From an optimization exercise on the open Yosys and OpenROAD flow, aimed at small area and a short achievable clock period; shortcuts taken in it are not production practice. Function was checked by simulation only, so behaviour that the tests miss may differ from the original. No activity file was given, so power comes from the tool's default toggle rates.

==> design/flow/design.v <==
module timer_top(
input        sys_clk    ,
input        sys_rst_n  ,
input        tim_psel   ,
input        tim_pwrite ,
input        tim_penable,
input [11:0] tim_paddr  ,
input [31:0] tim_pwdata ,
input [3:0]  tim_pstrb  ,
input        dbg_mode   ,
output       tim_int    ,
output [31:0] tim_prdata,
output       tim_pready ,
output       tim_pslverr
);
wire [31:0] wd = tim_pwdata;
wire [3:0]  ps = tim_pstrb;
genvar gi;
reg pen_q;
always @(posedge sys_clk or negedge sys_rst_n)
    if (!sys_rst_n) pen_q <= 1'b0;
    else            pen_q <= tim_penable;
assign tim_pready = tim_penable & pen_q;
wire wr = tim_psel & tim_penable & tim_pwrite;
wire a_ok = (tim_paddr[11:5] == 7'd0) & (tim_paddr[1:0] == 2'd0);
wire [2:0] a_idx = tim_paddr[4:2];
wire s_tcr   = a_ok & (a_idx == 3'd0);
wire s_tdr0  = a_ok & (a_idx == 3'd1);
wire s_tdr1  = a_ok & (a_idx == 3'd2);
wire s_tcmp0 = a_ok & (a_idx == 3'd3);
wire s_tcmp1 = a_ok & (a_idx == 3'd4);
wire s_tier  = a_ok & (a_idx == 3'd5);
wire s_tisr  = a_ok & (a_idx == 3'd6);
wire s_thcsr = a_ok & (a_idx == 3'd7);
reg       timer_en, div_en;
reg [3:0] div_val;
wire w_tcr = wr & s_tcr;
wire err_c = timer_en ? ((ps[0] & (wd[1] != div_en)) |
                         (ps[1] & (wd[11:8] != div_val)))
                      : (ps[1] & wd[11] & (wd[10] | wd[9] | wd[8]));
wire tcr_ok = w_tcr & ~err_c;
wire tcr_l0 = tcr_ok & ps[0];
wire tcr_l1 = tcr_ok & ps[1];
wire clr    = tcr_l0 & timer_en & ~wd[0];
wire       timer_en_d, div_en_d;
wire [3:0] div_val_d;
always @(posedge sys_clk or negedge sys_rst_n)
    if (!sys_rst_n) begin
        timer_en <= 1'b0;
        div_en   <= 1'b0;
        div_val  <= 4'd1;
    end else begin
        timer_en <= timer_en_d;
        div_en   <= div_en_d;
        div_val  <= div_val_d;
    end
reg err_q;
always @(posedge sys_clk)
    err_q <= w_tcr & err_c;
assign tim_pslverr = err_q;
reg halt_req, halt_ack;
wire halt = halt_req & dbg_mode;
always @(posedge sys_clk or negedge sys_rst_n)
    if (!sys_rst_n) begin
        halt_req <= 1'b0;
        halt_ack <= 1'b0;
    end else begin
        if (wr & s_thcsr & ps[0]) halt_req <= wd[0];
        halt_ack <= halt;
    end
reg [7:0] pre;
reg       go;
assign timer_en_d = tcr_l0 ? wd[0]    : timer_en;
assign div_en_d   = tcr_l0 ? wd[1]    : div_en;
assign div_val_d  = tcr_l1 ? wd[11:8] : div_val;
wire [7:0] pre_d      = !(timer_en & div_en) ? 8'd0 :
                        halt                 ? pre  : pre + 8'd1;
wire [7:0] mask_d;
generate for (gi = 0; gi < 8; gi = gi + 1) begin : g_mask
    assign mask_d[gi] = div_val_d > gi;
end endgenerate
wire go_d = timer_en_d & (~div_en_d | &(pre_d | ~mask_d));
always @(posedge sys_clk or negedge sys_rst_n)
    if (!sys_rst_n) begin
        pre <= 8'd0;
        go  <= 1'b0;
    end else begin
        pre <= pre_d;
        go  <= go_d;
    end
wire cnt_en = go & ~halt;
reg  [63:0] cnt;
wire ld_lo = wr & s_tdr0;
wire ld_hi = wr & s_tdr1;
wire [3:0]  bl_lo = ({4{ld_lo}} & ps) | {4{clr}};
wire [3:0]  bl_hi = ({4{ld_hi}} & ps) | {4{clr}};
wire [31:0] wdx   = wd & {32{~clr}};
wire [63:0] pf;
assign pf[0] = 1'b1;
generate for (gi = 1; gi < 64; gi = gi + 1) begin : g_pf
    assign pf[gi] = &cnt[gi-1:0];
end endgenerate
wire en_lo = cnt_en & ~ld_lo;
wire en_hi = cnt_en & ~ld_hi;
wire [63:0] cnt_x, cnt_d;
generate for (gi = 0; gi < 64; gi = gi + 1) begin : g_cnt
    wire bl = (gi < 32) ? bl_lo[(gi % 32) / 8] : bl_hi[(gi % 32) / 8];
    wire en = (gi < 32) ? en_lo : en_hi;
    assign cnt_x[gi] = cnt[gi] ^ (en & pf[gi]);
    assign cnt_d[gi] = bl ? wdx[gi % 32] : cnt_x[gi];
end endgenerate
always @(posedge sys_clk or negedge sys_rst_n)
    if (!sys_rst_n) cnt <= 64'd0;
    else            cnt <= cnt_d;
reg [31:0] tcmp0, tcmp1;
generate for (gi = 0; gi < 4; gi = gi + 1) begin : g_tcmp
    always @(posedge sys_clk or negedge sys_rst_n)
        if (!sys_rst_n) begin
            tcmp0[gi*8 +: 8] <= 8'hff;
            tcmp1[gi*8 +: 8] <= 8'hff;
        end else begin
            if (wr & s_tcmp0 & ps[gi]) tcmp0[gi*8 +: 8] <= wd[gi*8 +: 8];
            if (wr & s_tcmp1 & ps[gi]) tcmp1[gi*8 +: 8] <= wd[gi*8 +: 8];
        end
end endgenerate
reg int_en, int_st;
wire match = (cnt == {tcmp1, tcmp0});
always @(posedge sys_clk or negedge sys_rst_n)
    if (!sys_rst_n) begin
        int_en <= 1'b0;
        int_st <= 1'b0;
    end else begin
        if (wr & s_tier & ps[0]) int_en <= wd[0];
        if (wr & s_tisr & ps[0] & wd[0] & int_st) int_st <= 1'b0;
        else if (match)                           int_st <= 1'b1;
    end
assign tim_int = int_en & int_st;
wire [31:0] rd_d = ({32{s_tdr0}}  & cnt_x[31:0])  |
                   ({32{s_tdr1}}  & cnt_x[63:32]) |
                   ({32{s_tcmp0}} & tcmp0)        |
                   ({32{s_tcmp1}} & tcmp1)        |
                   ({32{s_tcr}}   & {20'd0, div_val, 6'd0, div_en, timer_en}) |
                   ({32{s_tier}}  & {31'd0, int_en}) |
                   ({32{s_tisr}}  & {31'd0, int_st | match}) |
                   ({32{s_thcsr}} & {30'd0, halt, halt_req});
reg [31:0] rd_q;
always @(posedge sys_clk)
    rd_q <= rd_d;
assign tim_prdata = rd_q;
endmodule
==> design/flow/flow/run.sh <==
#!/bin/bash
# The standard layout, except that buffer_ports gives each port a
# sky130_fd_sc_hd__buf_1 (repair_timing resizes it where timing needs more)
# instead of the delay cell it picks by itself, and the clock tree is built
# from clkbuf_8 without dummy loads.
set -euo pipefail
cd "$(dirname "$0")/.."
export BUFFER_PORTS_ARGS="-buffer_cell sky130_fd_sc_hd__buf_1"
export CTS_ARGS="-sink_clustering_enable -repair_clock_nets -buf_list sky130_fd_sc_hd__clkbuf_8 -dont_use_dummy_load"
bash standard.sh "BUFFER_PORTS_ARGS=$BUFFER_PORTS_ARGS" "CTS_ARGS=$CTS_ARGS" finish > make_finish.log 2>&1
==> design/flow/standard.sh <==
#!/bin/bash
# synth_recipe.tcl (not shown) runs the flow's synth.tcl, then flattens the netlist and writes it again
# the make line also repeats each setting of config.mk as NAME=value (left out here)
make -C /OpenROAD-flow-scripts/flow DESIGN_CONFIG=/design/flow/config.mk WORK_HOME=/design/flow/orfs CLKGATE_MAP_FILE= SYNTH_SCRIPT=/design/flow/synth_recipe.tcl "${@:-finish}"
==> design/flow/config.mk <==
export PLATFORM = sky130hd
export DESIGN_NAME = timer_top
export DESIGN_NICKNAME = timer_top
export VERILOG_FILES = /design/flow/design.v
export SDC_FILE = /design/flow/constraint.sdc
export NUM_CORES = 4
export LEC_CHECK = 0
export CAP_MARGIN = 20
export CORE_MARGIN = 2
export CORE_UTILIZATION = 40
export SETUP_SLACK_MARGIN = 2.5
export SLEW_MARGIN = 20
==> design/flow/constraint.sdc <==
create_clock -name core_clock -period 5.0 [get_ports {sys_clk}]
set_input_delay 1.0000 -clock core_clock [delete_from_list [all_inputs] [get_ports {sys_clk}]]
set_output_delay 1.0000 -clock core_clock [all_outputs]
set_load 0.01 [all_outputs]
==> results.yml <==
run_status:
  run_status: "finished clean"
finish:
  drive_gt1_frac: 0.411
  area_growth_pct: 36.4
  fillers: 2031
  finish.utilization: 0.552
  mostFrequentLayoutCells: "dfrtp_1, xor2_1, buf_1"
  layout_commonest_cell: "dfrtp_1"
  fin_nets: 1127
  diodes: 0
power_and_ir_drop:
  vdd_ir_drop_max_mv: 0.149
  leakagePower_nw: 5.18
  power.density_nw_per_um2: 201
setup_path:
  path_depth: 13
  end_kind: "flop"
  crit_end: "rd_q[0]$_DFF_P_"
  reg2reg_to: "rd_q[31]$_DFF_P_"
  crit_path_start: "tim_paddr[8]"
  crit_type: "primary input to flop"
  start_kind: "primary input"
  reg2reg_depth: 7
  crit_family: "compound AO/OA/AOI/OAI gates"
  critPathBufInv: 3
  arrival_ns: 3.11
  critical_path.max_stage_delay_ns: 0.54
  cp.required_ns: 5.33
  reg2reg_from: "cnt[35]$_DFF_PN0_"
  crit_fanout: 3
  crit_slowest_cell: "or4_4"
  worstPathCellList: "buf_1 > or4_4 > nor4_4 > buf_4 > a21o_4 > inv_8 > ha_4 > nand2_2 > o21ai_2 > a32oi_1 > o31ai_1 > a221oi_1 > o221ai_1"
  r2r_slack_ns: 2.36
route:
  ant_nets: 0
  drc: 0
  drtPass1Iterations: 6
  routed-via-count: 8400
  wl_per_cell_um: 24.0
  vias_per_cell: 6.05
  routed_wl_mm: 33.3
  drtIter0Drc: 819
grt:
  grt_pass1_wl_mm: 48.3
  grt_max_degree: 54
  grt-ovfl-total: 0
  antenna_found_initial: 0
  grt_pass1_vias: 7982
  grt_usage: 0.262
yosys:
  yosys_register_bits: 180
  synth_edf_count: 0
  synth_warnings: 1
  synthFlopType: "dfrtp_1"
  synth_seq_area_share: 0.470
  syn_area_um2: 9410
  synthCells: 916
  syn_avg_cell_area_um2: 10.3
  syn-num-nets: 972
  yosysUniqueCellTypes: 62
  ys_async_sr_fraction: 0.817
sta:
  fmax_mhz: 359
  fin_skew_ns: 0.0234
  worstMarginPinSlew_ns: 0.808
  max_slew_margin: 0.461
  setup_tns_ns: 0
  finalCriticalPeriod_ns: 2.79
  hold_viol_final: 0
  grt_setup_unrepaired: "true"
  setup_viol: 0
  fin_crit_sh: 0.557
  drv_slew: 0
cts:
  cts_root_buffer: "clkbuf_8"
  cts_num_sinks: 180
  clock_latency_ns: 0.47
  cts_tree: "yes"
  postCtsHoldBufs: 0
  clockBufferDepth: 2
  htree_levels: 4
  path_clk_slew_ns: 0.09
  cts_buffers: 17
die:
  ios: 89
  chipWidth_um: 157
  die_area_um2: 24800
  die_h_um: 157
  start_util: 0.405
  rows: 56
  fp.coreArea_um2: 23300
placement:
  dpl.hpwl_mm: 20.9
  io_buffers: 88
  gp_congestion: 0.927
run:
  cap_violations: 0
worst_hold_path:
  hp-class: "flop to flop"
-- synthesized netlist by cell type (27+ instances only) --
library cell / instances / area share
nand2_1: 69 / 0.028
xnor2_1: 30 / 0.028
nor2_1: 50 / 0.020
o21ai_0: 49 / 0.026
dfxtp_1: 33 / 0.070
nand3_1: 45 / 0.024
nand4_1: 27 / 0.018
dfstp_2: 65 / 0.18
dfrtp_1: 82 / 0.22
a21oi_1: 38 / 0.020
mux2_2: 68 / 0.081
xor2_1: 109 / 0.10
-- where the power goes --
group          total (mW)  internal (mW)  switching [mW]
sequential           1.53           1.48          0.0486
clock               0.787          0.301           0.486
combinational       0.262         0.0961           0.166
-- worst min path at each step --
stage,slack (ns),cells after the start,end,startpoint
2_1_floorplan,0.50,2,pre[7]$_DFF_PN0_,pre[7]$_DFF_PN0_
4_1_cts,0.56,2,pre[7]$_DFF_PN0_,pre[7]$_DFF_PN0_
5_1_grt,0.58,2,div_val[0]$_DFF_PN1_,div_val[0]$_DFF_PN1_
3_5_place_dp,0.54,2,pre[7]$_DFF_PN0_,pre[7]$_DFF_PN0_
6_report,0.55,2,div_val[0]$_DFF_PN1_,div_val[0]$_DFF_PN1_
3_3_place_gp,0.53,2,pre[7]$_DFF_PN0_,pre[7]$_DFF_PN0_
-- timing repair --
action / in CTS / in global routing
gates cloned: 7 / 5
setup endpoints to repair: 168 / 166
buffers inserted: 44 / 20
resized for setup: 96 / 136
pin swaps: 48 / 49
-- stage by stage --
stage	hold WS [ns]	power, mW	instances	area [um2]	worst slack (ns)
3_5_place_dp	0.537	1.78	1295	10600	1.08
2_1_floorplan	0.504	1.67	916	10000	1.64
3_3_place_gp	0.533	1.78	1295	10600	1.17
4_1_cts	0.557	2.57	1363	11900	2.11
6_report	0.551	2.58	1388	12800	2.21
5_1_grt	0.575	2.67	1388	12800	2.11
-- routing by layer --
metal / share of wire / vias to the layer above / global-route usage
met1: 0.40 / 4183 / 0.359
met5: 0 / - / 0
met3: 0.087 / 107 / 0.0407
met4: 0.045 / 0 / 0.107
met2: 0.46 / 472 / 0.415
li1: - / 3638 / -
-- state kept, by name, indices dropped and copies added (netlist names) --
signal / flops
div_val: 4
pre: 8
div_en: 1
tcmp0: 32
int_en: 1
err_q: 1
timer_en: 1
halt_req: 1
pen_q: 1
rd_q: 32
go: 1
tcmp1: 32
cnt: 64
int_st: 1
-- area by class of cell --
cell class / count / area [um2] / area share
multi-input cells: 688 / 6170 / 0.481
flip-flops and latches: 180 / 4420 / 0.344
repair buffers: 174 / 1560 / 0.122
well taps: 319 / 399 / 0.0311
clock buffers: 17 / 234 / 0.0182
inverters: 10 / 50.0 / 0.00390
-- logic make-up after synthesis --
logic type | share of synthesized area
AOI/OAI and AO/OA | 0.131
muxes | 0.0847
and+or+nand+nor | 0.161
DFF | 0.470
adders and majority gates | 0.00266
buffers and inverters | 0.0217
xor gates and xnor gates | 0.129
-- worst register-to-register path, cell delays in order (launching register included) --
cell and delay [ns]:
dfrtp_1 0.53, and3_2 0.35, and4_4 0.33, nand4_1 0.20, a311oi_4 0.48, nand4_1 0.17, xor2_1 0.28, o221ai_2 0.16

what the ideal ports hide:
The results above use ideal ports. As a check the final layout listed here was re-extracted and re-timed, cells and wires unchanged. Step 1 assumes that a clkbuf_16 drives the clock port and a buf_2 every other input. Step 2 times the ports against the registers' clock, not the clock port: input delays grow and output delays shrink by t, the midpoint of the rising clock arrivals with the driver on. Three values: no drivers, after step 1, after step 2; two values: the first two.
t (ns): 0.508
setup slack, ns: 2.214 / 2.241 / 1.733
hold WS [ns]: 0.551 / 0.551 / 0.551
After both steps this run still meets setup and hold. The setup slack of this run moves by +0.027 ns with the drivers and by -0.481 ns with both steps.
